This design comes from an exercise in tuning for small area, a short achievable clock period and few clock cycles per item on the open sky130 flow, not from production work.
The RTL was checked by simulation tests, not by an equivalence proof against the original design.

==> flow/design.v <==
module gcd(
      input [31:0]      a_in,
      input [31:0]      b_in,
      input             start,
      input             reset_n,
      input             clk,
      output [31:0]     result,
      output            done
      );
      reg [31:0] na, nb;     
      wire [31:0] a = ~na;
      wire [31:0] b = ~nb;
      reg        busy;       
      wire [31:0] x  = a ^ b;
      wire [31:0] n  = a & b;
      wire [31:0] t  = ~x;             
      wire [31:0] gg = a & x;          
      reg  [31:0] G, P;                
      integer lv, i;
      always @* begin
            G = gg;
            P = t;
            for (lv = 0; lv < 5; lv = lv + 1)
                  for (i = 0; i < 32; i = i + 1)
                        if (i[lv]) begin
                              G[i] = G[i] | (P[i] & G[((i >> lv) << lv) - 1]);
                              P[i] = P[i] & P[((i >> lv) << lv) - 1];
                        end
      end
      wire [32:0] c0 = {G, 1'b0};         
      wire [32:0] c1 = {G | P, 1'b1};     
      wire [31:0] dab = t ^ c1[31:0];     
      wire [31:0] dba = ~(t ^ c0[31:0]);  
      wire a_gt = c0[32];                 
      wire b_gt = ~c1[32];                
      wire eq = &t;
      assign done = busy & (eq | ~|a | ~|b);
      assign result = a | b;
      wire [31:0] u = x | n;           
      reg  [31:0] any, va, vb, v1, v2;
      integer w;
      always @* begin
            any = u;
            va = a;
            vb = b;
            v1 = {1'b0, x[31:1]};
            v2 = {2'b0, x[31:2]};
            for (lv = 0; lv < 5; lv = lv + 1) begin
                  w = 1 << lv;
                  for (i = 0; i < 32; i = i + 2 * (1 << lv)) begin
                        va[i] = va[i] | (~any[i] & va[i + w]);
                        vb[i] = vb[i] | (~any[i] & vb[i + w]);
                        v1[i] = v1[i] | (~any[i] & v1[i + w]);
                        v2[i] = v2[i] | (~any[i] & v2[i + w]);
                        any[i] = any[i] | any[i + w];
                  end
            end
      end
      wire ak = va[0];                 
      wire bk = vb[0];                 
      wire x1 = v1[0];                 
      wire x2 = v2[0];                 
      wire sub = ak & bk;
      wire a_step = ~ak | (bk & a_gt);
      wire b_step = ~bk | (ak & b_gt);
      wire [1:0] sh = x1 ? 2'd0 : x2 ? 2'd1 : 2'd2;   
      reg [31:0] a_nx, b_nx;
      always @* begin
            if (!sub)
                  a_nx = {1'b0, a[31:1]};
            else case (sh)
                  2'd0: a_nx = {1'b0, dab[31:1]};
                  2'd1: a_nx = {2'b0, dab[31:2]};
                  default: a_nx = {3'b0, dab[31:3]};
            endcase
            if (!sub)
                  b_nx = {1'b0, b[31:1]};
            else case (sh)
                  2'd0: b_nx = {1'b0, dba[31:1]};
                  2'd1: b_nx = {2'b0, dba[31:2]};
                  default: b_nx = {3'b0, dba[31:3]};
            endcase
      end
      always @(posedge clk, negedge reset_n) begin
            if (!reset_n)
                  busy <= 1'b0;
            else if (start)
                  busy <= 1'b1;
      end
      always @(posedge clk) begin
            if (start) begin
                  na <= ~a_in;
                  nb <= ~b_in;
            end
            else begin
                  if (a_step) na <= ~a_nx;
                  if (b_step) nb <= ~b_nx;
            end
      end
endmodule
clock: 4.0 ns
lec_check: 0
cap_margin: 20
core_margin: 2
core_utilization: 65
cts_buf_list: sky130_fd_sc_hd__clkbuf_8
place_density: 0.75
setup_slack_margin: 0.1
slew_margin: 20
standard.sh (not shown) runs the stock make flow with config.mk's settings and CLKGATE_MAP_FILE= SYNTH_SCRIPT=/design/flow/synth_recipe.tcl, a recipe that flattens the netlist after the stock synthesis.
==> flow/flow/run.sh <==
#!/bin/bash
set -e
cp standard.sh standard_sh.log
rm -rf scripts
cp -r "$FLOW_HOME/scripts" scripts
cp flow/abc_speed.script scripts/abc_speed.script
export BUFFER_PORTS_ARGS="-buffer_cell sky130_fd_sc_hd__buf_1"
bash standard.sh SCRIPTS_DIR="$PWD/scripts" finish > standard.log 2>&1
==> flow/flow/abc_speed.script <==
&get -n
&st
&dch
&nf -R 1000
&put
buffer -c
topo
stime -c
upsize -c
dnsize -c
The baseline passed the timing, DRC and antenna checks.
Testbench counts at the start, summed over its fixed seeds: cycles 13,892, items 1,600.
Next try:
--- a/flow/design.v
+++ b/flow/design.v
@@ -35,33 +35,23 @@
       wire b_gt = ~c1[32];                
       wire eq = &t;
       assign done = busy & (eq | ~|a | ~|b);
       assign result = a | b;
       wire [31:0] u = x | n;           
-      reg  [31:0] any, va, vb, v1, v2;
-      integer w;
+      reg  [31:0] below;                
       always @* begin
-            any = u;
-            va = a;
-            vb = b;
-            v1 = {1'b0, x[31:1]};
-            v2 = {2'b0, x[31:2]};
-            for (lv = 0; lv < 5; lv = lv + 1) begin
-                  w = 1 << lv;
-                  for (i = 0; i < 32; i = i + 2 * (1 << lv)) begin
-                        va[i] = va[i] | (~any[i] & va[i + w]);
-                        vb[i] = vb[i] | (~any[i] & vb[i + w]);
-                        v1[i] = v1[i] | (~any[i] & v1[i + w]);
-                        v2[i] = v2[i] | (~any[i] & v2[i + w]);
-                        any[i] = any[i] | any[i + w];
-                  end
-            end
+            below = {u[30:0], 1'b0};
+            for (lv = 0; lv < 5; lv = lv + 1)
+                  for (i = 0; i < 32; i = i + 1)
+                        if (i[lv])
+                              below[i] = below[i] | below[((i >> lv) << lv) - 1];
       end
-      wire ak = va[0];                 
-      wire bk = vb[0];                 
-      wire x1 = v1[0];                 
-      wire x2 = v2[0];                 
+      wire [31:0] lo = ~below;         
+      wire ak = |(a & lo);                           
+      wire bk = |(b & lo);                           
+      wire x1 = |({1'b0, x[31:1]} & lo);             
+      wire x2 = |({2'b0, x[31:2]} & lo);             
       wire sub = ak & bk;
       wire a_step = ~ak | (bk & a_gt);
       wire b_step = ~bk | (ak & b_gt);
       wire [1:0] sh = x1 ? 2'd0 : x2 ? 2'd1 : 2'd2;   
       reg [31:0] a_nx, b_nx;
=> Maximum frequency barely changes; critical path depth grows by 6; global-route usage grows by 4.0 points; cell count shrinks by 1.6%; routed wire length grows by 14%.
Testbench counts after the change, summed over its fixed seeds: cycles 13,892, items 1,600.

========
RTL: the design.v shown in full above, as it stands there.
==> flow/config.mk <==
export PLATFORM = sky130hd
export DESIGN_NAME = gcd
export DESIGN_NICKNAME = gcd
export VERILOG_FILES = /design/flow/design.v
export SDC_FILE = /design/flow/constraint.sdc
export NUM_CORES = 4
export LEC_CHECK = 0
export CAP_MARGIN = 20
export CORE_MARGIN = 2
export CORE_UTILIZATION = 65
export CTS_BUF_LIST = sky130_fd_sc_hd__clkbuf_8
export PLACE_DENSITY = 0.75
export SETUP_SLACK_MARGIN = 0.1
export SLEW_MARGIN = 20
==> flow/constraint.sdc <==
create_clock -name core_clock -period 4.0 [get_ports {clk}]
set_input_delay 0.8000 -clock core_clock [delete_from_list [all_inputs] [get_ports {clk}]]
set_output_delay 0.8000 -clock core_clock [all_outputs]
set_load 0.01 [all_outputs]
==> flow/flow/abc_speed.script <==
&get -n
&st
&dch
&nf -R 1000
&st
&dch
&nf -R 1000
&put
buffer -c
topo
stime -c
upsize -c
dnsize -c
Scripts as last shown in full above: flow/flow/run.sh
Testbench counts at the start, summed over its fixed seeds: cycles 13,892, items 1,600.
Then changed:
--- a/flow/design.v
+++ b/flow/design.v
@@ -38,27 +38,17 @@
       assign result = a | b;
       wire [31:0] u = x | n;           
-      reg  [31:0] any, va, vb, v1, v2;
-      integer w;
+      reg  [31:0] below;                
       always @* begin
-            any = u;
-            va = a;
-            vb = b;
-            v1 = {1'b0, x[31:1]};
-            v2 = {2'b0, x[31:2]};
-            for (lv = 0; lv < 5; lv = lv + 1) begin
-                  w = 1 << lv;
-                  for (i = 0; i < 32; i = i + 2 * (1 << lv)) begin
-                        va[i] = va[i] | (~any[i] & va[i + w]);
-                        vb[i] = vb[i] | (~any[i] & vb[i + w]);
-                        v1[i] = v1[i] | (~any[i] & v1[i + w]);
-                        v2[i] = v2[i] | (~any[i] & v2[i + w]);
-                        any[i] = any[i] | any[i + w];
-                  end
-            end
+            below = {u[30:0], 1'b0};
+            for (lv = 0; lv < 5; lv = lv + 1)
+                  for (i = 0; i < 32; i = i + 1)
+                        if (i[lv])
+                              below[i] = below[i] | below[((i >> lv) << lv) - 1];
       end
-      wire ak = va[0];                 
-      wire bk = vb[0];                 
-      wire x1 = v1[0];                 
-      wire x2 = v2[0];                 
+      wire [31:0] lo = ~below;         
+      wire ak = |(a & lo);                           
+      wire bk = |(b & lo);                           
+      wire x1 = |({1'b0, x[31:1]} & lo);             
+      wire x2 = |({2'b0, x[31:2]} & lo);             
       wire sub = ak & bk;
       wire a_step = ~ak | (bk & a_gt);
Outcome: This time the run produced a layout that fails on negative setup slack. Hold slack degrades by 0.0081 ns. First-iteration DRC count grows by 37%. Critical path depth goes up by 1. Cell count rises by 1.8%. Routed wire length came out higher by 9.7%. Maximum frequency is lower by 6.0%. Non-clock buffer count increases by 25. Setup slack degrades by 0.25 ns. Design area is higher by 1.9%. Sequential share of layout area decreases by 0.43 points. Flip-flop and latch count does not change. Via count climbs by 9.3%.
Testbench counts after the change, summed over its fixed seeds: cycles 13,892, items 1,600.

========
Setup of P:
gcd, a different RTL version from the one above (not shown whole).
Size in the first run: about 1,100 cells after synthesis, about 65 flip-flops, ~0.0080 mm2 of cells after synthesis.
==> module gcd, before the edit <==
module gcd(
      input [31:0]      a_in,
      input [31:0]      b_in,
      input             start,
      input             reset_n,
      input             clk,
      output [31:0]     result,
      output            done
      );
      reg [31:0] a, b;
      reg        busy;       
      wire [31:0] x  = a ^ b;
      wire [31:0] n  = a & b;
      wire [31:0] t  = ~x;             
      wire [31:0] gg = a & x;          
      reg  [31:0] G, P;                
      integer lv, i;
      always @* begin
            G = gg;
            P = t;
            for (lv = 0; lv < 5; lv = lv + 1)
                  for (i = 0; i < 32; i = i + 1)
                        if (i[lv]) begin
                              G[i] = G[i] | (P[i] & G[((i >> lv) << lv) - 1]);
                              P[i] = P[i] & P[((i >> lv) << lv) - 1];
                        end
      end
      wire [32:0] c0 = {G, 1'b0};         
      wire [32:0] c1 = {G | P, 1'b1};     
      wire [31:0] dab = t ^ c1[31:0];     
      wire [31:0] dba = ~(t ^ c0[31:0]);  
      wire a_gt = c0[32];                 
      wire b_gt = ~c1[32];                
      wire eq = &t;
      assign done = busy & (eq | ~|a | ~|b);
      assign result = a | b;
      wire [31:0] u = x | n;           
      reg  [31:0] below;                
      always @* begin
            below = {u[30:0], 1'b0};
            for (lv = 0; lv < 5; lv = lv + 1)
                  for (i = 0; i < 32; i = i + 1)
                        if (i[lv])
                              below[i] = below[i] | below[((i >> lv) << lv) - 1];
      end
      wire [31:0] lo = ~below;         
      wire ak = |(a & lo);                           
      wire bk = |(b & lo);                           
      wire x1 = |({1'b0, x[31:1]} & lo);             
      wire x2 = |({2'b0, x[31:2]} & lo);             
      wire sub = ak & bk;
      wire a_step = ~ak | (bk & a_gt);
      wire b_step = ~bk | (ak & b_gt);
      wire [1:0] sh = x1 ? 2'd0 : x2 ? 2'd1 : 2'd2;   
      reg [31:0] a_nx, b_nx;
      always @* begin
            if (!sub)
                  a_nx = {1'b0, a[31:1]};
            else case (sh)
                  2'd0: a_nx = {1'b0, dab[31:1]};
                  2'd1: a_nx = {2'b0, dab[31:2]};
                  default: a_nx = {3'b0, dab[31:3]};
            endcase
            if (!sub)
                  b_nx = {1'b0, b[31:1]};
            else case (sh)
                  2'd0: b_nx = {1'b0, dba[31:1]};
                  2'd1: b_nx = {2'b0, dba[31:2]};
                  default: b_nx = {3'b0, dba[31:3]};
            endcase
      end
      always @(posedge clk, negedge reset_n) begin
            if (!reset_n)
                  busy <= 1'b0;
            else if (start)
                  busy <= 1'b1;
      end
      always @(posedge clk) begin
            if (start) begin
                  a <= a_in;
                  b <= b_in;
            end
            else begin
                  if (a_step) a <= a_nx;
                  if (b_step) b <= b_nx;
            end
      end
endmodule
==> flow/config.mk <==
export PLATFORM = sky130hd
export DESIGN_NAME = gcd
export DESIGN_NICKNAME = gcd
export VERILOG_FILES = /design/flow/design.v
export SDC_FILE = /design/flow/constraint.sdc
export NUM_CORES = 4
export LEC_CHECK = 0
export CAP_MARGIN = 20
export CORE_MARGIN = 2
export CORE_UTILIZATION = 65
export CTS_BUF_LIST = sky130_fd_sc_hd__clkbuf_8
export PLACE_DENSITY = 0.75
export SLEW_MARGIN = 20
==> flow/constraint.sdc <==
create_clock -name core_clock -period 4.0 [get_ports {clk}]
set_input_delay 0.8000 -clock core_clock [delete_from_list [all_inputs] [get_ports {clk}]]
set_output_delay 0.8000 -clock core_clock [all_outputs]
set_load 0.01 [all_outputs]
==> flow/flow/run.sh <==
#!/bin/bash
cp standard.sh standard_sh.log
export BUFFER_PORTS_ARGS="-buffer_cell sky130_fd_sc_hd__buf_1"
bash standard.sh > standard.log 2>&1
Testbench counts of P, summed over its fixed seeds: cycles 13,892, items 1,600.
Input-level comparison between Q and P:
diff --git a/flow/design.v b/flow/design.v
--- a/flow/design.v
+++ b/flow/design.v
@@ -8,5 +8,7 @@
       output            done
       );
-      reg [31:0] a, b;
+      reg [31:0] na, nb;     
+      wire [31:0] a = ~na;
+      wire [31:0] b = ~nb;
       reg        busy;       
       wire [31:0] x  = a ^ b;
@@ -78,10 +80,10 @@
       always @(posedge clk) begin
             if (start) begin
-                  a <= a_in;
-                  b <= b_in;
+                  na <= ~a_in;
+                  nb <= ~b_in;
             end
             else begin
-                  if (a_step) a <= a_nx;
-                  if (b_step) b <= b_nx;
+                  if (a_step) na <= ~a_nx;
+                  if (b_step) nb <= ~b_nx;
             end
       end
Notes after the runs:
Every stage of the flow completed for Q, and the final layout passed the timing, DRC and antenna checks.
P finished every stage and its layout cleared the timing, DRC and antenna checks.
Q vs. P: wire length went up, post-synthesis area per instance grew by about 2.3%.
Fraction of area in multi-input gates in Q is 2.9 points higher than in P
Taking P as the reference point, the vertical die dimension of Q rises by about 2.8%.
Looking at via total after detailed routing across Q and P, the one that comes out higher is Q.
P reports its cell at the slowest stage of the critical path as or3b_2 while Q reports edfxtp_1.
Fraction of the mapped netlist area in adder cells (lower): Q
Summary of Q over P: parity-gate share of the synthesized area counting xor and xnor cells fell by 1.7 points, antenna violation net count after detailed routing stayed essentially flat, register share of the cell area fell by 0.99 points.
Testbench counts of Q, summed over its fixed seeds: cycles 13,892, items 1,600.

## what the ideal ports hide
How much do the figures lean on ideal ports? The routed layouts below were timed once more, with nothing changed but the port constraints. Step 1, drivers: a clkbuf_16 drives clk and a buf_2 each remaining input, both assumed. Step 2, shift: input delay + t, output delay - t, t = (earliest + latest rising clock arrival at the registers) / 2. This alone moves slack from input paths to output paths. Three values: no drivers, after step 1, after step 2; two values: the first two.
run | t (ns) | slack for setup (ns) | hold WS [ns] | pins driven straight from the clock port
the first run of note 1 | 0.419 | 0.153 / 0.113 / 0.223 | 0.170 / 0.158 / 0.478 | 1
the second run of note 1 | 0.409 | 0.151 / 0.119 / 0.151 | 0.180 / 0.165 / 0.478 | 1
the first run of note 2 | 0.407 | 0.157 / 0.122 / 0.252 | 0.185 / 0.175 / 0.486 | 1
the second run of note 2 | 0.405 | -0.091 / -0.131 / 0.149 | 0.176 / 0.160 / 0.499 | 1
P | 0.415 | 0.064 / 0.028 / 0.125 | 0.170 / 0.160 / 0.510 | 1
Q | 0.429 | 0.134 / 0.096 / 0.148 | 0.160 / 0.148 / 0.478 | 1
